Context: an optimization exercise on an open-source flow, tuned for small area and a short achievable clock period. The choices shown serve that exercise and are no tape-out recipe.
Where RTL was checked, it was by simulation tests only, not by an equivalence proof against the original.
Function not checked in run 2: the RTL went through the layout flow alone.
Power figures rest on the tool's default switching activity, not on a simulated workload.

`flow/run.sh`:
```
#!/bin/bash
# Own layout flow: the standard ORFS flow (standard.sh), with synthesis
# mapping logic with flow/abc_area.script and without adder cells, and the
# extra make variables listed one per line in flow/make_args.txt.
set -euo pipefail
WORK=$(pwd)
rm -rf "$WORK/scripts_own"
cp -r "$FLOW_HOME/scripts" "$WORK/scripts_own"
cp "$WORK/flow/abc_area.script" "$WORK/scripts_own/abc_area.script"
ARGS=()
if [ -f "$WORK/flow/make_args.txt" ]; then
  while IFS= read -r line; do
    [ -n "$line" ] && ARGS+=("$line")
  done < "$WORK/flow/make_args.txt"
fi
bash standard.sh finish ABC_AREA=1 ADDER_MAP_FILE= SCRIPTS_DIR="$WORK/scripts_own" "${ARGS[@]}" > "$WORK/flow_make.log" 2>&1
```
`flow/abc_area.script`:
```
strash
dc2
dch -f
map -B 0.9
topo
stime -c
buffer -c
upsize -c
dnsize -c
```
`flow/make_args.txt`:
```
BUFFER_PORTS_ARGS=-buffer_cell sky130_fd_sc_hd__buf_2
```
`standard.sh`:
```
#!/bin/bash
# synth_recipe.tcl (not shown) runs the flow's synth.tcl, then flattens the netlist and writes it again
# the make line also repeats each setting of config.mk as NAME=value (left out here)
make -C /OpenROAD-flow-scripts/flow DESIGN_CONFIG=/design/flow/config.mk WORK_HOME=/design/flow/orfs CLKGATE_MAP_FILE= SYNTH_SCRIPT=/design/flow/synth_recipe.tcl "${@:-finish}"
```
`config.mk`:
```
export PLATFORM = sky130hd
export DESIGN_NAME = calc_core
export DESIGN_NICKNAME = calc_core
export VERILOG_FILES = /design/flow/design.v
export SDC_FILE = /design/flow/constraint.sdc
export NUM_CORES = 4
export LEC_CHECK = 0
export ABC_AREA = 1
export CAP_MARGIN = 20
export CORE_MARGIN = 2
export CORE_UTILIZATION = 70
export SLEW_MARGIN = 20
```
`constraint.sdc`:
```
create_clock -name core_clock -period 20.0 [get_ports {clk}]
set_input_delay 4.0000 -clock core_clock [delete_from_list [all_inputs] [get_ports {clk}]]
set_output_delay 4.0000 -clock core_clock [all_outputs]
set_load 0.01 [all_outputs]
```
`design.v`:
```
module resolve(
	input [3:0] s0,
	input [4:0] s1, s2, s3, s4,
	input [3:0] s5,
	output [23:0] digits
);
	function [4:0] split1;
		input [4:0] s;
		reg [4:0] u;
		begin
			u = (s >= 5'd10) ? s - 5'd10 : s;
			split1 = {(s >= 5'd10), u[3:0]};
		end
	endfunction
	function [5:0] split2;
		input [4:0] s;
		reg [4:0] u;
		begin
			u = (s >= 5'd20) ? s - 5'd20 : (s >= 5'd10) ? s - 5'd10 : s;
			split2 = {(s >= 5'd20) ? 2'd2 : (s >= 5'd10) ? 2'd1 : 2'd0, u[3:0]};
		end
	endfunction
	wire [5:0] q1 = {1'b0, split1(s1)};
	wire [5:0] q2 = {1'b0, split1(s2)};
	wire [5:0] q3 = {1'b0, split1(s3)};
	wire [5:0] q4 = split2(s4);
	wire [3:0] w0 = s0;
	wire [3:0] w1 = q1[3:0];
	wire [3:0] w2 = q2[3:0] + q1[5:4];
	wire [3:0] w3 = q3[3:0] + q2[5:4];
	wire [3:0] w4 = q4[3:0] + q3[5:4];
	wire [3:0] w5 = s5 + q4[5:4];
	wire k1 = (w1 >= 4'd10) ? 1'b1 : 1'b0;
	wire k2 = (w2 >= 4'd10) | ((w2 == 4'd9) & k1);
	wire k3 = (w3 >= 4'd10) | ((w3 == 4'd9) & k2);
	wire k4 = (w4 >= 4'd10) | ((w4 == 4'd9) & k3);
	function [3:0] dig;
		input [3:0] w;
		input k;
		dig = (w + k >= 4'd10) ? w + k - 4'd10 : w + k;
	endfunction
	assign digits = {dig(w5, k4), dig(w4, k3), dig(w3, k2), dig(w2, k1), dig(w1, 1'b0), w0};
endmodule
module colDigits(
	input [7:0] bin,
	output [1:0] h,
	output [3:0] t,
	output [3:0] o
);
	function [3:0] add3;
		input [3:0] d;
		case (d)
			4'd5: add3 = 4'd8;
			4'd6: add3 = 4'd9;
			4'd7: add3 = 4'd10;
			4'd8: add3 = 4'd11;
			4'd9: add3 = 4'd12;
			4'd10, 4'd11, 4'd12, 4'd13, 4'd14, 4'd15: add3 = 4'bxxxx;
			default: add3 = d;
		endcase
	endfunction
	reg [19:0] s;
	integer i, d;
	always @(*) begin
		s = {12'd0, bin};
		for (i = 0; i < 8; i = i + 1) begin
			for (d = 0; d < 3; d = d + 1)
				s[8 + 4*d +: 4] = add3(s[8 + 4*d +: 4]);
			s = s << 1;
		end
	end
	assign o = s[11:8];
	assign t = s[15:12];
	assign h = s[17:16];
endmodule
module colDigits2(
	input [6:0] bin,
	output [3:0] t,
	output [3:0] o
);
	function [3:0] add3;
		input [3:0] d;
		case (d)
			4'd5: add3 = 4'd8;
			4'd6: add3 = 4'd9;
			4'd7: add3 = 4'd10;
			4'd8: add3 = 4'd11;
			4'd9: add3 = 4'd12;
			4'd10, 4'd11, 4'd12, 4'd13, 4'd14, 4'd15: add3 = 4'bxxxx;
			default: add3 = d;
		endcase
	endfunction
	reg [14:0] s;
	integer i, d;
	always @(*) begin
		s = {8'd0, bin};
		for (i = 0; i < 7; i = i + 1) begin
			for (d = 0; d < 2; d = d + 1)
				s[7 + 4*d +: 4] = add3(s[7 + 4*d +: 4]);
			s = s << 1;
		end
	end
	assign o = s[10:7];
	assign t = s[14:11];
endmodule
module seg7 (
	input [3:0] n,
	output [6:0] hex
);
	assign hex[6] = (n[2] & n[1] & n[0]) | (~n[3] & ~n[2] & ~n[1]);
	assign hex[5] = (n[1] & n[0]) | (~n[2] & n[1]) | (~n[3] & ~n[2] & n[0]);
	assign hex[4] = n[0] | (n[2] & ~n[1]);
	assign hex[3] = (~n[2] & ~n[1] & n[0]) | (n[2] & ~n[1] & ~n[0]) | (n[2] & n[1] & n[0]);
	assign hex[2] = ~n[2] & n[1] & ~n[0];
	assign hex[1] = n[2] & (n[1] ^ n[0]);
	assign hex[0] = ~(n[3] | n[1] | (~n[2] & ~n[0]) | (n[2] & n[0]));
endmodule
module calculator(
	input Clock,
	input [3:0] a0, a1, a2,
	input [3:0] b0, b1, b2,
	input signA,
	input zeroA,             
	input signB,
	input zeroB,
	input sameMag,           
	input lessMag,           
	input [3:0] operator,
	output reg [3:0] s0,
	output reg [4:0] s1, s2, s3, s4,
	output reg [3:0] s5,
	output reg sign,
	output reg high0         
);
	wire load = (operator[3:2] == 2'b11) && (operator[1:0] != 2'b00);
	wire isMul = operator[0] & ~operator[1];
	wire negA = signA & ~zeroA;
	wire negB = signB & ~zeroB;
	wire effB = negB ^ (operator[1] & ~operator[0]);
	wire diff = ~isMul & (negA ^ effB);      
	wire swap = diff & lessMag;               
	wire invB = diff & ~lessMag;              
	wire [3:0] bb0 = isMul ? b0 : {swap, 2'b00, 1'b1};
	wire [3:0] bb1 = isMul ? b1 : {swap, 2'b00, swap};
	wire [3:0] bb2 = isMul ? b2 : {swap, 2'b00, swap};
	wire [3:0] e0 = isMul ? 4'd0 : invB ? 4'd9 - b0 : b0;
	wire [3:0] e1 = isMul ? 4'd0 : invB ? 4'd9 - b1 : b1;
	wire [3:0] e2 = isMul ? 4'd0 : invB ? 4'd9 - b2 : b2;
	wire [6:0] c0;
	wire [7:0] c1, c2, c3;
	wire [6:0] c4;
	columns u_col (a0, a1, a2, bb0, bb1, bb2, e0, e1, e2, invB, c0, c1, c2, c3, c4);
	wire [1:0] h1, h2, h3;
	wire [3:0] t0, t1, t2, t3, t4;
	wire [3:0] o0, o1, o2, o3, o4;
	colDigits2 u_d0 (c0, t0, o0);
	colDigits u_d1 (c1, h1, t1, o1);
	colDigits u_d2 (c2, h2, t2, o2);
	colDigits u_d3 (c3, h3, t3, o3);
	colDigits2 u_d4 (c4, t4, o4);
	wire [4:0] n1 = o1 + t0;
	wire [4:0] n2 = o2 + t1;
	wire [4:0] n3 = o3 + t2 + h1[0];
	wire [4:0] n4 = o4 + t3 + h2;
	wire [3:0] n5 = t4 + h3[0];
	wire nextSign = isMul ? (negA ^ negB) :
	                diff ? (swap ? effB : (negA & ~sameMag)) : negA;
	always @(posedge Clock)
		if (load) begin
			s0 <= o0;
			s1 <= n1;
			s2 <= n2;
			s3 <= n3;
			s4 <= n4;
			s5 <= n5;
			sign <= nextSign;
			high0 <= diff;
		end
endmodule
module columns(
	input [3:0] a0, a1, a2,
	input [3:0] b0, b1, b2,
	input [3:0] e0, e1, e2,
	input cin,
	output [6:0] c0,
	output [7:0] c1, c2, c3,
	output [6:0] c4
);
	wire k1 = (a0[0] & b0[2]) ^ (a0[1] & b0[1]);
	wire k2 = (a0[0] & b0[2]) & (a0[1] & b0[1]);
	wire k3 = ((a0[0] & b0[3]) | (a0[1] & b0[2])) ^ ((a0[2] & b0[1]) | (a0[3] & b0[0]));
	wire k4 = ((a0[0] & b0[3]) | (a0[1] & b0[2])) & ((a0[2] & b0[1]) | (a0[3] & b0[0]));
	wire k5 = (a0[0] & b0[0]) ^ e0[0];
	wire k6 = (a0[0] & b0[0]) & e0[0];
	wire k7 = (a0[0] & b0[1]) ^ (a0[1] & b0[0]) ^ e0[1];
	wire k8 = ((a0[0] & b0[1]) & (a0[1] & b0[0])) | ((a0[0] & b0[1]) & e0[1]) | ((a0[1] & b0[0]) & e0[1]);
	wire k9 = k1 ^ (a0[2] & b0[0]) ^ e0[2];
	wire k10 = (k1 & (a0[2] & b0[0])) | (k1 & e0[2]) | ((a0[2] & b0[0]) & e0[2]);
	wire k11 = k2 ^ k3 ^ e0[3];
	wire k12 = (k2 & k3) | (k2 & e0[3]) | (k3 & e0[3]);
	wire k13 = k4 ^ ((a0[1] & b0[3]) | (a0[2] & b0[2]) | (a0[3] & b0[1]));
	wire k14 = k4 & ((a0[1] & b0[3]) | (a0[2] & b0[2]) | (a0[3] & b0[1]));
	assign c0 = {(a0[3] & b0[3]), k14, k12, k10, k8, k6, k5} + {1'b0, ((a0[2] & b0[3]) | (a0[3] & b0[2])), k13, k11, k9, k7, cin};
	wire k15 = (a0[0] & b1[2]) ^ (a0[1] & b1[1]);
	wire k16 = (a0[0] & b1[2]) & (a0[1] & b1[1]);
	wire k17 = (a0[0] & b1[1]) ^ (a0[1] & b1[0]);
	wire k18 = (a0[0] & b1[1]) & (a0[1] & b1[0]);
	wire k19 = k15 ^ (a0[2] & b1[0]) ^ (a1[0] & b0[2]);
	wire k20 = (k15 & (a0[2] & b1[0])) | (k15 & (a1[0] & b0[2])) | ((a0[2] & b1[0]) & (a1[0] & b0[2]));
	wire k21 = (a1[1] & b0[1]) ^ (a1[2] & b0[0]);
	wire k22 = (a1[1] & b0[1]) & (a1[2] & b0[0]);
	wire k23 = k16 ^ ((a0[0] & b1[3]) | (a0[1] & b1[2])) ^ ((a0[2] & b1[1]) | (a0[3] & b1[0]));
	wire k24 = (k16 & ((a0[0] & b1[3]) | (a0[1] & b1[2]))) | (k16 & ((a0[2] & b1[1]) | (a0[3] & b1[0]))) | (((a0[0] & b1[3]) | (a0[1] & b1[2])) & ((a0[2] & b1[1]) | (a0[3] & b1[0])));
	wire k25 = ((a1[0] & b0[3]) | (a1[1] & b0[2])) ^ ((a1[2] & b0[1]) | (a1[3] & b0[0])) ^ e1[3];
	wire k26 = (((a1[0] & b0[3]) | (a1[1] & b0[2])) & ((a1[2] & b0[1]) | (a1[3] & b0[0]))) | (((a1[0] & b0[3]) | (a1[1] & b0[2])) & e1[3]) | (((a1[2] & b0[1]) | (a1[3] & b0[0])) & e1[3]);
	wire k27 = k17 ^ (a1[0] & b0[1]);
	wire k28 = k17 & (a1[0] & b0[1]);
	wire k29 = k18 ^ k19 ^ k21;
	wire k30 = (k18 & k19) | (k18 & k21) | (k19 & k21);
	wire k31 = k20 ^ k22 ^ k23;
	wire k32 = (k20 & k22) | (k20 & k23) | (k22 & k23);
	wire k33 = k24 ^ k26 ^ ((a0[1] & b1[3]) | (a0[2] & b1[2]) | (a0[3] & b1[1]));
	wire k34 = (k24 & k26) | (k24 & ((a0[1] & b1[3]) | (a0[2] & b1[2]) | (a0[3] & b1[1]))) | (k26 & ((a0[1] & b1[3]) | (a0[2] & b1[2]) | (a0[3] & b1[1])));
	wire k35 = (a0[0] & b1[0]) ^ (a1[0] & b0[0]);
	wire k36 = (a0[0] & b1[0]) & (a1[0] & b0[0]);
	wire k37 = k27 ^ (a1[1] & b0[0]) ^ e1[1];
	wire k38 = (k27 & (a1[1] & b0[0])) | (k27 & e1[1]) | ((a1[1] & b0[0]) & e1[1]);
	wire k39 = k28 ^ k29 ^ e1[2];
	wire k40 = (k28 & k29) | (k28 & e1[2]) | (k29 & e1[2]);
	wire k41 = k30 ^ k31 ^ k25;
	wire k42 = (k30 & k31) | (k30 & k25) | (k31 & k25);
	wire k43 = k32 ^ k33 ^ ((a1[1] & b0[3]) | (a1[2] & b0[2]) | (a1[3] & b0[1]));
	wire k44 = (k32 & k33) | (k32 & ((a1[1] & b0[3]) | (a1[2] & b0[2]) | (a1[3] & b0[1]))) | (k33 & ((a1[1] & b0[3]) | (a1[2] & b0[2]) | (a1[3] & b0[1])));
	wire k45 = k34 ^ ((a0[2] & b1[3]) | (a0[3] & b1[2])) ^ ((a1[2] & b0[3]) | (a1[3] & b0[2]));
	wire k46 = (k34 & ((a0[2] & b1[3]) | (a0[3] & b1[2]))) | (k34 & ((a1[2] & b0[3]) | (a1[3] & b0[2]))) | (((a0[2] & b1[3]) | (a0[3] & b1[2])) & ((a1[2] & b0[3]) | (a1[3] & b0[2])));
	wire k47 = (a0[3] & b1[3]) ^ (a1[3] & b0[3]);
	wire k48 = (a0[3] & b1[3]) & (a1[3] & b0[3]);
	assign c1 = {k48, k46, k44, k42, k40, k38, k36, k35} + {1'b0, k47, k45, k43, k41, k39, k37, e1[0]};
	wire k49 = (a0[0] & b2[2]) ^ (a0[1] & b2[1]);
	wire k50 = (a0[0] & b2[2]) & (a0[1] & b2[1]);
	wire k51 = (a0[0] & b2[1]) ^ (a0[1] & b2[0]);
	wire k52 = (a0[0] & b2[1]) & (a0[1] & b2[0]);
	wire k53 = k49 ^ (a0[2] & b2[0]) ^ (a1[0] & b1[2]);
	wire k54 = (k49 & (a0[2] & b2[0])) | (k49 & (a1[0] & b1[2])) | ((a0[2] & b2[0]) & (a1[0] & b1[2]));
	wire k55 = (a1[1] & b1[1]) ^ (a1[2] & b1[0]) ^ (a2[0] & b0[2]);
	wire k56 = ((a1[1] & b1[1]) & (a1[2] & b1[0])) | ((a1[1] & b1[1]) & (a2[0] & b0[2])) | ((a1[2] & b1[0]) & (a2[0] & b0[2]));
	wire k57 = k50 ^ ((a0[0] & b2[3]) | (a0[1] & b2[2])) ^ ((a0[2] & b2[1]) | (a0[3] & b2[0]));
	wire k58 = (k50 & ((a0[0] & b2[3]) | (a0[1] & b2[2]))) | (k50 & ((a0[2] & b2[1]) | (a0[3] & b2[0]))) | (((a0[0] & b2[3]) | (a0[1] & b2[2])) & ((a0[2] & b2[1]) | (a0[3] & b2[0])));
	wire k59 = ((a1[0] & b1[3]) | (a1[1] & b1[2])) ^ ((a1[2] & b1[1]) | (a1[3] & b1[0])) ^ ((a2[0] & b0[3]) | (a2[1] & b0[2]));
	wire k60 = (((a1[0] & b1[3]) | (a1[1] & b1[2])) & ((a1[2] & b1[1]) | (a1[3] & b1[0]))) | (((a1[0] & b1[3]) | (a1[1] & b1[2])) & ((a2[0] & b0[3]) | (a2[1] & b0[2]))) | (((a1[2] & b1[1]) | (a1[3] & b1[0])) & ((a2[0] & b0[3]) | (a2[1] & b0[2])));
	wire k61 = k51 ^ (a1[0] & b1[1]) ^ (a1[1] & b1[0]);
	wire k62 = (k51 & (a1[0] & b1[1])) | (k51 & (a1[1] & b1[0])) | ((a1[0] & b1[1]) & (a1[1] & b1[0]));
	wire k63 = k52 ^ k53 ^ k55;
	wire k64 = (k52 & k53) | (k52 & k55) | (k53 & k55);
	wire k65 = (a2[1] & b0[1]) ^ (a2[2] & b0[0]);
	wire k66 = (a2[1] & b0[1]) & (a2[2] & b0[0]);
	wire k67 = k54 ^ k56 ^ k57;
	wire k68 = (k54 & k56) | (k54 & k57) | (k56 & k57);
	wire k69 = k59 ^ ((a2[2] & b0[1]) | (a2[3] & b0[0])) ^ e2[3];
	wire k70 = (k59 & ((a2[2] & b0[1]) | (a2[3] & b0[0]))) | (k59 & e2[3]) | (((a2[2] & b0[1]) | (a2[3] & b0[0])) & e2[3]);
	wire k71 = k58 ^ k60 ^ ((a0[1] & b2[3]) | (a0[2] & b2[2]) | (a0[3] & b2[1]));
	wire k72 = (k58 & k60) | (k58 & ((a0[1] & b2[3]) | (a0[2] & b2[2]) | (a0[3] & b2[1]))) | (k60 & ((a0[1] & b2[3]) | (a0[2] & b2[2]) | (a0[3] & b2[1])));
	wire k73 = ((a1[1] & b1[3]) | (a1[2] & b1[2]) | (a1[3] & b1[1])) ^ ((a2[1] & b0[3]) | (a2[2] & b0[2]) | (a2[3] & b0[1]));
	wire k74 = ((a1[1] & b1[3]) | (a1[2] & b1[2]) | (a1[3] & b1[1])) & ((a2[1] & b0[3]) | (a2[2] & b0[2]) | (a2[3] & b0[1]));
	wire k75 = ((a0[2] & b2[3]) | (a0[3] & b2[2])) ^ ((a1[2] & b1[3]) | (a1[3] & b1[2]));
	wire k76 = ((a0[2] & b2[3]) | (a0[3] & b2[2])) & ((a1[2] & b1[3]) | (a1[3] & b1[2]));
	wire k77 = (a0[0] & b2[0]) ^ (a1[0] & b1[0]);
	wire k78 = (a0[0] & b2[0]) & (a1[0] & b1[0]);
	wire k79 = k61 ^ (a2[0] & b0[1]) ^ (a2[1] & b0[0]);
	wire k80 = (k61 & (a2[0] & b0[1])) | (k61 & (a2[1] & b0[0])) | ((a2[0] & b0[1]) & (a2[1] & b0[0]));
	wire k81 = k62 ^ k63 ^ k65;
	wire k82 = (k62 & k63) | (k62 & k65) | (k63 & k65);
	wire k83 = k64 ^ k66 ^ k67;
	wire k84 = (k64 & k66) | (k64 & k67) | (k66 & k67);
	wire k85 = k68 ^ k70 ^ k71;
	wire k86 = (k68 & k70) | (k68 & k71) | (k70 & k71);
	wire k87 = k72 ^ k74 ^ k75;
	wire k88 = (k72 & k74) | (k72 & k75) | (k74 & k75);
	wire k89 = k76 ^ (a0[3] & b2[3]) ^ (a1[3] & b1[3]);
	wire k90 = (k76 & (a0[3] & b2[3])) | (k76 & (a1[3] & b1[3])) | ((a0[3] & b2[3]) & (a1[3] & b1[3]));
	wire k91 = k77 ^ (a2[0] & b0[0]);
	wire k92 = k77 & (a2[0] & b0[0]);
	wire k93 = k78 ^ k79 ^ e2[1];
	wire k94 = (k78 & k79) | (k78 & e2[1]) | (k79 & e2[1]);
	wire k95 = k80 ^ k81 ^ e2[2];
	wire k96 = (k80 & k81) | (k80 & e2[2]) | (k81 & e2[2]);
	wire k97 = k82 ^ k83 ^ k69;
	wire k98 = (k82 & k83) | (k82 & k69) | (k83 & k69);
	wire k99 = k84 ^ k85 ^ k73;
	wire k100 = (k84 & k85) | (k84 & k73) | (k85 & k73);
	wire k101 = k86 ^ k87 ^ ((a2[2] & b0[3]) | (a2[3] & b0[2]));
	wire k102 = (k86 & k87) | (k86 & ((a2[2] & b0[3]) | (a2[3] & b0[2]))) | (k87 & ((a2[2] & b0[3]) | (a2[3] & b0[2])));
	wire k103 = k88 ^ k89 ^ (a2[3] & b0[3]);
	wire k104 = (k88 & k89) | (k88 & (a2[3] & b0[3])) | (k89 & (a2[3] & b0[3]));
	assign c2 = {k104, k102, k100, k98, k96, k94, k92, k91} + {k90, k103, k101, k99, k97, k95, k93, e2[0]};
	wire k105 = (a1[0] & b2[2]) ^ (a1[1] & b2[1]) ^ (a1[2] & b2[0]);
	wire k106 = ((a1[0] & b2[2]) & (a1[1] & b2[1])) | ((a1[0] & b2[2]) & (a1[2] & b2[0])) | ((a1[1] & b2[1]) & (a1[2] & b2[0]));
	wire k107 = ((a1[0] & b2[3]) | (a1[1] & b2[2])) ^ ((a1[2] & b2[1]) | (a1[3] & b2[0]));
	wire k108 = ((a1[0] & b2[3]) | (a1[1] & b2[2])) & ((a1[2] & b2[1]) | (a1[3] & b2[0]));
	wire k109 = (a1[0] & b2[1]) ^ (a1[1] & b2[0]);
	wire k110 = (a1[0] & b2[1]) & (a1[1] & b2[0]);
	wire k111 = k105 ^ (a2[0] & b1[2]) ^ (a2[1] & b1[1]);
	wire k112 = (k105 & (a2[0] & b1[2])) | (k105 & (a2[1] & b1[1])) | ((a2[0] & b1[2]) & (a2[1] & b1[1]));
	wire k113 = k106 ^ k107 ^ ((a2[0] & b1[3]) | (a2[1] & b1[2]));
	wire k114 = (k106 & k107) | (k106 & ((a2[0] & b1[3]) | (a2[1] & b1[2]))) | (k107 & ((a2[0] & b1[3]) | (a2[1] & b1[2])));
	wire k115 = k108 ^ ((a1[1] & b2[3]) | (a1[2] & b2[2]) | (a1[3] & b2[1]));
	wire k116 = k108 & ((a1[1] & b2[3]) | (a1[2] & b2[2]) | (a1[3] & b2[1]));
	wire k117 = k109 ^ (a2[0] & b1[1]);
	wire k118 = k109 & (a2[0] & b1[1]);
	wire k119 = k110 ^ k111 ^ (a2[2] & b1[0]);
	wire k120 = (k110 & k111) | (k110 & (a2[2] & b1[0])) | (k111 & (a2[2] & b1[0]));
	wire k121 = k112 ^ k113 ^ ((a2[2] & b1[1]) | (a2[3] & b1[0]));
	wire k122 = (k112 & k113) | (k112 & ((a2[2] & b1[1]) | (a2[3] & b1[0]))) | (k113 & ((a2[2] & b1[1]) | (a2[3] & b1[0])));
	wire k123 = k114 ^ k115 ^ ((a2[1] & b1[3]) | (a2[2] & b1[2]) | (a2[3] & b1[1]));
	wire k124 = (k114 & k115) | (k114 & ((a2[1] & b1[3]) | (a2[2] & b1[2]) | (a2[3] & b1[1]))) | (k115 & ((a2[1] & b1[3]) | (a2[2] & b1[2]) | (a2[3] & b1[1])));
	wire k125 = k116 ^ ((a1[2] & b2[3]) | (a1[3] & b2[2])) ^ ((a2[2] & b1[3]) | (a2[3] & b1[2]));
	wire k126 = (k116 & ((a1[2] & b2[3]) | (a1[3] & b2[2]))) | (k116 & ((a2[2] & b1[3]) | (a2[3] & b1[2]))) | (((a1[2] & b2[3]) | (a1[3] & b2[2])) & ((a2[2] & b1[3]) | (a2[3] & b1[2])));
	wire k127 = (a1[3] & b2[3]) ^ (a2[3] & b1[3]);
	wire k128 = (a1[3] & b2[3]) & (a2[3] & b1[3]);
	assign c3 = {k128, k126, k124, k122, k120, k118, k117, (a1[0] & b2[0])} + {1'b0, k127, k125, k123, k121, k119, (a2[1] & b1[0]), (a2[0] & b1[0])};
	wire k129 = (a2[0] & b2[2]) ^ (a2[1] & b2[1]);
	wire k130 = (a2[0] & b2[2]) & (a2[1] & b2[1]);
	wire k131 = ((a2[0] & b2[3]) | (a2[1] & b2[2])) ^ ((a2[2] & b2[1]) | (a2[3] & b2[0]));
	wire k132 = ((a2[0] & b2[3]) | (a2[1] & b2[2])) & ((a2[2] & b2[1]) | (a2[3] & b2[0]));
	assign c4 = {(a2[3] & b2[3]), ((a2[2] & b2[3]) | (a2[3] & b2[2])), k132, k130, k129, (a2[0] & b2[1]), (a2[0] & b2[0])} + {1'b0, 1'b0, ((a2[1] & b2[3]) | (a2[2] & b2[2]) | (a2[3] & b2[1])), k131, (a2[2] & b2[0]), (a2[1] & b2[0]), 1'b0};
endmodule
module calc_core (
	input clk,
	input [12:0] op_a,       
	input [12:0] op_b,       
	input [3:0] operator,    
	output [6:0] hex0,       
	output [6:0] hex1,
	output [6:0] hex2,
	output [6:0] hex3,
	output [6:0] hex4,
	output [6:0] hex5,       
	output [6:0] hex6        
);
	wire zeroA = (op_a[11:0] == 12'd0);
	wire zeroB = (op_b[11:0] == 12'd0);
	wire sameMag = (op_a[11:0] == op_b[11:0]);
	wire lessMag = (op_a[11:0] < op_b[11:0]);
	wire [3:0] s0, s5;
	wire [4:0] s1, s2, s3, s4;
	wire sign, high0;
	calculator u_calc (clk, op_a[3:0], op_a[7:4], op_a[11:8], op_b[3:0], op_b[7:4], op_b[11:8],
		op_a[12], zeroA, op_b[12], zeroB, sameMag, lessMag, operator,
		s0, s1, s2, s3, s4, s5, sign, high0);
	wire [23:0] d;
	resolve u_res (s0, s1, s2, s3, s4, s5, d);
	wire [23:0] bcd = {d[23:12] & {12{~high0}}, d[11:0]};
	seg7 u_seg0 (bcd[3:0], hex0);
	seg7 u_seg1 (bcd[7:4], hex1);
	seg7 u_seg2 (bcd[11:8], hex2);
	seg7 u_seg3 (bcd[15:12], hex3);
	seg7 u_seg4 (bcd[19:16], hex4);
	seg7 u_seg5 (bcd[23:20], hex5);
	assign hex6 = sign ? 7'b0111111 : 7'b1000000;
endmodule
```
==> results.sh, run 1 <==
export IMPL_drt_iter0_markers=1018
export IMPL_worstPathRequired_ns=20.03
export IMPL_dp_hpwl_um=19600
export IMPL_cts_setup_buffers=0
export IMPL_areaGrowthSynthToFinish_pct=6.49
export IMPL_wire_per_inst_um=12.3
export IMPL_synth_mux_area_share_pct=0
export IMPL_synthArstFlopShare_pct=0
export IMPL_synth_top_family_by_area="simple AND/OR/NAND/NOR gates"
export IMPL_power_density_nw_per_um2=189
export IMPL_status="no timing/DRC/antenna violations"
export IMPL_io_buffers=79
export IMPL_via_per_inst=5.57
export IMPL_antenna_found_initial=0
export IMPL_final_nets=1844
export IMPL_critical_path_slowest_cell="inv_1"
export IMPL_cts_tree="yes"
export IMPL_final_antenna_net_count=0
export IMPL_worst_pin_slew_ns=0.822
export IMPL_yosysMostFrequentCell="nand2_1"
export IMPL_ctsResizeCount=0
export IMPL_cpPeakStageDelay_ns=0.36
export IMPL_die_width_um=118
export IMPL_synth_top_area_cell="nand2_1"
export IMPL_drive_gt1_share_pct=14.2
export IMPL_wl_met2_um=11100
export IMPL_post_dp_cell_area_um2=9600
export IMPL_finalCriticalPeriod_ns=9.79
export IMPL_cts_buffer_depth=2
export IMPL_endpoint_kind="flip-flop"
export IMPL_synthDistinctLibCells=61
export IMPL_dieArea_um2=14000
export IMPL_fp_coreArea_um2=12700
export IMPL_synth_edf_count=30
export IMPL_path_buf_inv=8
export IMPL_hold_violations=0
export IMPL_track_usage_pct=34.3
export IMPL_syn_nets=1787
export IMPL_n_fill_cell=1121
export IMPL_via_count=11065
export IMPL_die_h_um=118
export IMPL_synth_top_area_share_pct=25.1
export IMPL_dpl_cell_count=1978
export IMPL_yosysWarnings=4
export IMPL_yosys_area_share_simple_pct=52.4
export IMPL_cts_root_buf="clkbuf_16"
export IMPL_ys_seq_elements=30
export IMPL_vdd_drop_max_v=0.000106
export IMPL_num_antenna_cells=0
export IMPL_drv_slew=0
export IMPL_synth_top_flop_cell="edfxtp_1"
export IMPL_remaining_drc_errors=0
export IMPL_wl_met1_um=10300
export IMPL_start_kind="input port"
export IMPL_fin_tns_setup_ns=0
export IMPL_syn_area_um2=9150
export IMPL_avgSynthCellArea_um2=5.21
export IMPL_fin_util_pct=76.9
export IMPL_crit_path_frequent_cell="nand2_1"
export IMPL_ios=80
export IMPL_critPathArrivalTime_ns=9.82
export IMPL_holdBufCountCts=0
export IMPL_rsz0062_at_grt="no"
export IMPL_design_area_um2=9740
export IMPL_numCtsBuffers=5
export IMPL_grt_max_degree=30
export IMPL_drtPass1Iterations=8
export IMPL_rows=41
export IMPL_critPathKind="in2reg"
export IMPL_ys_seq_area_share_pct=9.85
export IMPL_synth_compound_area_share_pct=16.3
export IMPL_worstPathMaxFanout=15
export IMPL_setup_viol=0
export IMPL_fin_crit_sh_pct=48.9
export IMPL_postSynthCellCount=1756
export IMPL_clk_pin_slew_ns=0.05
export IMPL_clkSinkCount=30
export IMPL_relSlewSlack_pct=45.0
export IMPL_synthTopCellsByArea="nand2_1, inv_1, edfxtp_1, nand3_1, nor2_1"
export IMPL_drt_wl_total_um=24300
export IMPL_grt_overflow=0
export IMPL_initial_core_util_pct=72.2
export IMPL_synth_fa_ha_area_share_pct=0.109
export IMPL_p_leak_nw=5.64
export IMPL_met3WireLength_um=2110
export IMPL_maxCapViolations=0
export IMPL_yosys_top_cells_count="nand2_1, inv_1, nor2_1, nand3_1, o21ai_0"
export IMPL_hold_class="in2reg"
export IMPL_fmax_mhz=102
export IMPL_synthXorXnorAreaFrac_pct=6.69
export IMPL_routabilityCongestion=1.15
export IMPL_crit_family="simple AND/OR/NAND/NOR gates"
export IMPL_grt_pass1_vias=9772
export IMPL_highest_layer="met4"
export IMPL_h_tree_depth=2
export IMPL_grt_pass1_wl_um=41300
export IMPL_instances_no_fill=1986
==> path summary, 6_finish.rpt <==
kind,startpoint,end,slack [ns],depth (start not counted)
min,operator[3],u_calc.high0,4.08,2
max,op_a[10],u_calc.s2[4],10.21,50
==> power by group <==
| group | switching (mW) | leakage [nW] | internal, mW |
|---|---|---|---|
| combinational | 1.05 | 5.30 | 0.564 |
| clock | 0.0275 | 0.0672 | 0.0453 |
| sequential | 0.0159 | 0.272 | 0.136 |
==> area by class of cell <==
class	instances	area, µm²	area share, %
clock buffer	5	125	1.28
timing repair buffer	80	403	4.14
multi-input combinational	1385	6900	70.9
tap	172	215	2.21
clock inverter	3	16.3	0.167
sequential	30	901	9.25
inverter	311	1170	12.1
==> routing by layer <==
layer  vias to the layer above  global-route usage, %
li1                       5714                      -
met5                         -                      0
met3                        90                   3.19
met4                         0                   14.2
met2                       512                   60.0
met1                      4749                   43.0
==> stage by stage <==
stage | power [mW] | hold slack [ns] | setup WS (ns)
4_1_cts | 1.83 | 4.09 | 10.34
2_1_floorplan | 1.42 | 4.35 | 11.34
5_1_grt | 2.08 | 4.12 | 9.53
3_5_place_dp | 1.74 | 4.38 | 10.13
6_report | 1.84 | 4.08 | 10.21
3_3_place_gp | 1.69 | 4.38 | 10.27
==> placed cells by master (no fill, tap or decap), types with 4 or more instances in the layout <==
master / n
nand2_1: 612
inv_1: 261
nor2_1: 159
nand3_1: 146
buf_2: 79
o21ai_0: 71
xor2_1: 50
inv_2: 45
nand2_2: 44
o22ai_1: 43
a21oi_1: 31
nand4_1: 30
edfxtp_1: 30
o21ai_1: 22
xnor2_1: 18
nand3_2: 16
nor3_1: 14
o21ai_2: 12
or2_2: 11
nand3b_1: 11
a21o_1: 10
or2_1: 9
nor2_2: 7
o22ai_2: 6
o211ai_1: 6
a31oi_1: 5
nor2_4: 5
a21oi_2: 5
clkbuf_16: 5
o31ai_1: 4
==> flip-flops by register name (all words and copies together) (netlist names) <==
name,cells
u_calc.s1,5
u_calc.s2,5
u_calc.s3,5
u_calc.s4,5
u_calc.s0,4
u_calc.s5,4
u_calc.high0,1
u_calc.sign,1
==> logic make-up after synthesis <==
kind of cell | count (synthesis)
xor+xnor | 69
simple gates | 1080
fa+ha+maj | 1
buf+inv | 341
compound gates | 235
flops | 30
==> run 2, diff against run 1 <==
--- a/design.v
+++ b/design.v
@@ -4,42 +4,46 @@
 	input [3:0] s5,
 	output [23:0] digits
 );
-	function [4:0] split1;
-		input [4:0] s;
-		reg [4:0] u;
-		begin
-			u = (s >= 5'd10) ? s - 5'd10 : s;
-			split1 = {(s >= 5'd10), u[3:0]};
-		end
-	endfunction
-	function [5:0] split2;
-		input [4:0] s;
-		reg [4:0] u;
-		begin
-			u = (s >= 5'd20) ? s - 5'd20 : (s >= 5'd10) ? s - 5'd10 : s;
-			split2 = {(s >= 5'd20) ? 2'd2 : (s >= 5'd10) ? 2'd1 : 2'd0, u[3:0]};
-		end
-	endfunction
-	wire [5:0] q1 = {1'b0, split1(s1)};
-	wire [5:0] q2 = {1'b0, split1(s2)};
-	wire [5:0] q3 = {1'b0, split1(s3)};
-	wire [5:0] q4 = split2(s4);
-	wire [3:0] w0 = s0;
+	wire [5:0] q1, q2, q3, q4;
+	splitTen u_q1 (s1, q1);
+	splitTen u_q2 (s2, q2);
+	splitTen u_q3 (s3, q3);
+	splitTen u_q4 (s4, q4);
 	wire [3:0] w1 = q1[3:0];
 	wire [3:0] w2 = q2[3:0] + q1[5:4];
 	wire [3:0] w3 = q3[3:0] + q2[5:4];
 	wire [3:0] w4 = q4[3:0] + q3[5:4];
 	wire [3:0] w5 = s5 + q4[5:4];
-	wire k1 = (w1 >= 4'd10) ? 1'b1 : 1'b0;
-	wire k2 = (w2 >= 4'd10) | ((w2 == 4'd9) & k1);
-	wire k3 = (w3 >= 4'd10) | ((w3 == 4'd9) & k2);
-	wire k4 = (w4 >= 4'd10) | ((w4 == 4'd9) & k3);
-	function [3:0] dig;
-		input [3:0] w;
-		input k;
-		dig = (w + k >= 4'd10) ? w + k - 4'd10 : w + k;
-	endfunction
-	assign digits = {dig(w5, k4), dig(w4, k3), dig(w3, k2), dig(w2, k1), dig(w1, 1'b0), w0};
+	wire k3 = w2[3] & w2[1];
+	wire k4 = w3[3] & (w3[1] | (w3[0] & k3));
+	wire k5 = w4[3] & (w4[1] | (w4[0] & k4));
+	wire [3:0] d2, d3, d4, d5;
+	modTen u_d2 (w2, 1'b0, d2);
+	modTen u_d3 (w3, k3, d3);
+	modTen u_d4 (w4, k4, d4);
+	modTen u_d5 (w5, k5, d5);
+	assign digits = {d5, d4, d3, d2, w1, s0};
+endmodule
+module splitTen(
+	input [4:0] s,
+	output [5:0] q
+);
+	assign q[0] = (s[0]);
+	assign q[1] = (~s[4] & ~s[3] & s[1]) | (s[3] & s[2] & ~s[1]) | (s[4] & ~s[2] & ~s[1]);
+	assign q[2] = (~s[4] & ~s[3] & s[2]) | (s[2] & s[1]) | (s[4] & ~s[2] & ~s[1]);
+	assign q[3] = (s[3] & ~s[2] & ~s[1]) | (s[4] & s[1]);
+	assign q[4] = (s[3] & s[1]) | (s[3] & s[2]) | (s[4] & ~s[2]);
+	assign q[5] = (s[4] & s[2]);
+endmodule
+module modTen(
+	input [3:0] w,
+	input k,
+	output [3:0] d
+);
+	assign d[0] = (~w[0] & k) | (w[0] & ~k);
+	assign d[1] = (~w[3] & ~w[1] & w[0] & k) | (~w[3] & w[1] & ~w[0]) | (~w[3] & w[1] & ~k) | (w[3] & w[1] & w[0] & k);
+	assign d[2] = (~w[3] & ~w[2] & w[1] & w[0] & k) | (w[2] & ~w[1]) | (w[2] & ~w[0]) | (w[2] & ~k);
+	assign d[3] = (w[3] & ~w[1] & ~w[0]) | (w[3] & ~w[1] & ~k) | (w[2] & w[1] & w[0] & k);
 endmodule
 module colDigits(
 	input [7:0] bin,
--- a/config.mk
+++ b/config.mk
@@ -8,5 +8,5 @@
 export ABC_AREA = 1
 export CAP_MARGIN = 20
 export CORE_MARGIN = 2
-export CORE_UTILIZATION = 70
+export CORE_UTILIZATION = 60
 export SLEW_MARGIN = 20
==> results.sh, run 2 <==
export IMPL_fin_ws_ns=10.16
export IMPL_postSynthCellCount=1769
export IMPL_rsz0062_at_grt="no"
export IMPL_wire_per_inst_um=11.6
export IMPL_initial_core_util_pct=61.7
export IMPL_track_usage_pct=29.3
export IMPL_grt_max_degree=31
export IMPL_p_int_uw=672
export IMPL_cpPeakStageDelay_ns=0.41
export IMPL_grt_overflow=0
export IMPL_rows=44
export IMPL_ios=80
export IMPL_n_fill_cell=1499
export IMPL_yosysMostFrequentCell="nand2_1"
export IMPL_yosysWarnings=3
export IMPL_maxCapViolations=0
export IMPL_via_per_inst=5.31
export IMPL_endpoint_kind="flip-flop"
export IMPL_status="no timing/DRC/antenna violations"
export IMPL_dieArea_um2=16000
export IMPL_ctsResizeCount=0
export IMPL_avgSynthCellArea_um2=5.08
export IMPL_areaGrowthSynthToFinish_pct=6.89
export IMPL_critPathKind="in2reg"
export IMPL_die_h_um=126
export IMPL_cts_setup_buffers=0
export IMPL_power_density_nw_per_um2=166
export IMPL_p_clk_share_pct=4.4
export IMPL_worstPathRequired_ns=20.04
export IMPL_grt_pass1_vias=9314
export IMPL_grt_pass1_wl_um=40200
export IMPL_numCtsBuffers=5
export IMPL_drtPass1Iterations=6
export IMPL_syn_area_um2=8990
export IMPL_crit_path_frequent_cell="nand2_1"
export IMPL_p_sw_uw=927
export IMPL_relSlewSlack_pct=49.6
export IMPL_holdBufCountCts=0
export IMPL_synth_top_area_cell="nand2_1"
export IMPL_h_tree_depth=2
export IMPL_drt_iter0_markers=664
export IMPL_dp_hpwl_um=19300
export IMPL_clkSinkCount=30
export IMPL_setup_viol=0
export IMPL_drt_wl_total_um=23400
export IMPL_routabilityCongestion=1.03
export IMPL_drv_slew=0
export IMPL_via_count=10701
export IMPL_final_antenna_net_count=0
export IMPL_cts_tree="yes"
export IMPL_fin_crit_sh_pct=49.2
export IMPL_crit_family="simple AND/OR/NAND/NOR gates"
export IMPL_final_common_cell="nand2_1"
export IMPL_antenna_found_initial=0
export IMPL_fp_coreArea_um2=14600
export IMPL_p_leak_nw=5.57
export IMPL_place_ws_ns=10.04
export IMPL_vdd_drop_max_v=0.000101
export IMPL_hold_ws_ns=4.36
export IMPL_finalCriticalPeriod_ns=9.84
export IMPL_io_buffers=79
export IMPL_synthTopCellsByArea="nand2_1, inv_1, edfxtp_1, nand3_1, nor2_1"
export IMPL_synthArstFlopShare_pct=0
export IMPL_fmax_mhz=102
export IMPL_synth_top_flop_cell="edfxtp_1"
export IMPL_fin_tns_setup_ns=0
export IMPL_p_comb_share_pct=86.3
export IMPL_layout_common_cells="nand2_1, inv_1, nor2_1"
export IMPL_cts_buffer_depth=2
export IMPL_synth_edf_count=30
export IMPL_instances_no_fill=2015
export IMPL_critPathArrivalTime_ns=9.87
export IMPL_worstPathMaxFanout=11
export IMPL_worst_pin_slew_ns=0.756
export IMPL_dpl_cell_count=2006
export IMPL_syn_nets=1800
export IMPL_ys_seq_elements=30
export IMPL_critical_path_slowest_cell="inv_1"
export IMPL_remaining_drc_errors=0
export IMPL_final_nets=1860
export IMPL_die_width_um=126
export IMPL_fin_util_pct=65.9
export IMPL_hold_violations=0
export IMPL_synth_top_area_share_pct=26.1
export IMPL_clk_pin_slew_ns=0.05
export IMPL_ys_seq_area_share_pct=10.0
export IMPL_path_buf_inv=9
export IMPL_drive_gt1_share_pct=11.7
export IMPL_start_kind="input port"
export IMPL_swShare_pct=58.0
export IMPL_yosys_top_cells_count="nand2_1, inv_1, nor2_1, nand3_1, o21ai_0"
export IMPL_pwr_share_seq_pct=9.3
export IMPL_synthDistinctLibCells=54
export IMPL_hold_class="in2reg"
export IMPL_cts_root_buf="clkbuf_16"
-- run 2: cell count changes after synthesis, moves of 10 or more --
| cell | before | now |
|---|---|---|
| nand2_2 | 44 | 32 |
| o21ai_0 | 71 | 89 |
| nor2_1 | 159 | 183 |
| inv_2 | 45 | 31 |
| nand2_1 | 612 | 626 |
| xnor2_1 | 18 | 28 |
| a21oi_1 | 31 | 43 |
-- run 2: worst paths after layout --
kind / from / cells after the start / to / slack [ns]
setup / recovery: op_a[4] / 51 / u_calc.s2[3] / 10.16
hold / removal: op_a[12] / 4 / u_calc.high0 / 4.36
-- run 2: power by group through the flow --
stage / registers (mW) / clock network (mW) / logic [mW]
after floorplan: 0.145 / 0 / 1.10
after global placement: 0.149 / 0 / 1.34
after detailed placement: 0.150 / 0 / 1.37
after CTS: 0.148 / 0.0710 / 1.38
after global routing: 0.152 / 0.0735 / 1.60
final: 0.149 / 0.0700 / 1.38
-- run 2: layout make-up --
cell class | count | area (µm²) | area share [%]
repair buffers | 80 | 403 | 4.19
diodes | 1 | 2.50 | 0.0260
clock inverters | 2 | 8.76 | 0.0911
multi-input cells | 1410 | 6790 | 70.7
inverters | 302 | 1150 | 11.9
flip-flops and latches | 30 | 901 | 9.37
well taps | 184 | 230 | 2.39
clock buffers | 6 | 129 | 1.34
-- run 2: metal layers --
layer / GRT usage (%) / routed length, µm / vias up / share of wire [%]
met4: 9.95 / 803 / 0 / 3.4
met2: 48.9 / 10000 / 359 / 43
met3: 2.70 / 1840 / 64 / 7.9
met1: 39.8 / 10700 / 4557 / 46
li1: - / - / 5721 / -
met5: 0 / 0 / - / 0
-- run 2: cells by family after synthesis --
group                    after synthesis  synth area share [%]
AND/OR/NAND/NOR                     1100                  52.9
buffers and inverters                329                  14.5
flip-flops                            30                  10.0
adder cells (fa/ha/maj)                1                 0.111
XOR/XNOR                              73                  7.28
AO/OA/AOI/OAI                        236                  15.3
-- run 2: stage by stage --
| stage | power (mW) | cell area (µm²) |
|---|---|---|
| finish | 1.60 | 9610 |
| global placement | 1.49 | 9470 |
| detailed placement | 1.52 | 9470 |
| global route | 1.82 | 9610 |
| floorplan | 1.25 | 8990 |
| CTS | 1.60 | 9610 |

==> what the ideal ports hide <==
Ports are ideal in the flow. The routed layouts listed here were re-timed in OpenROAD. Step 1 (the two cells are an assumption about what drives the block):
set clk [get_ports {clk}]
set_driving_cell -lib_cell sky130_fd_sc_hd__clkbuf_16 $clk
set_driving_cell -lib_cell sky130_fd_sc_hd__buf_2 [delete_from_list [all_inputs] $clk]
Step 2 times the ports against the registers' clock, not the clock port: input delays grow and output delays shrink by t, the midpoint of the rising clock arrivals with the driver on. Three values: no drivers, after step 1, after step 2; two values: the first two.
| run | shift t [ns] | slack for setup (ns) | slew at the worst register clock pin (ns) |
|---|---|---|---|
| run 1 | 0.313 | 10.213 / 10.217 / 9.904 | 0.05 / 0.05 |
| run 2 | 0.311 | 10.163 / 10.184 / 9.872 | 0.05 / 0.05 |
After both steps setup and hold are still met in every run listed. The setup slack of run 1, which loses most, moves by +0.004 ns with the drivers and by -0.309 ns with both steps.
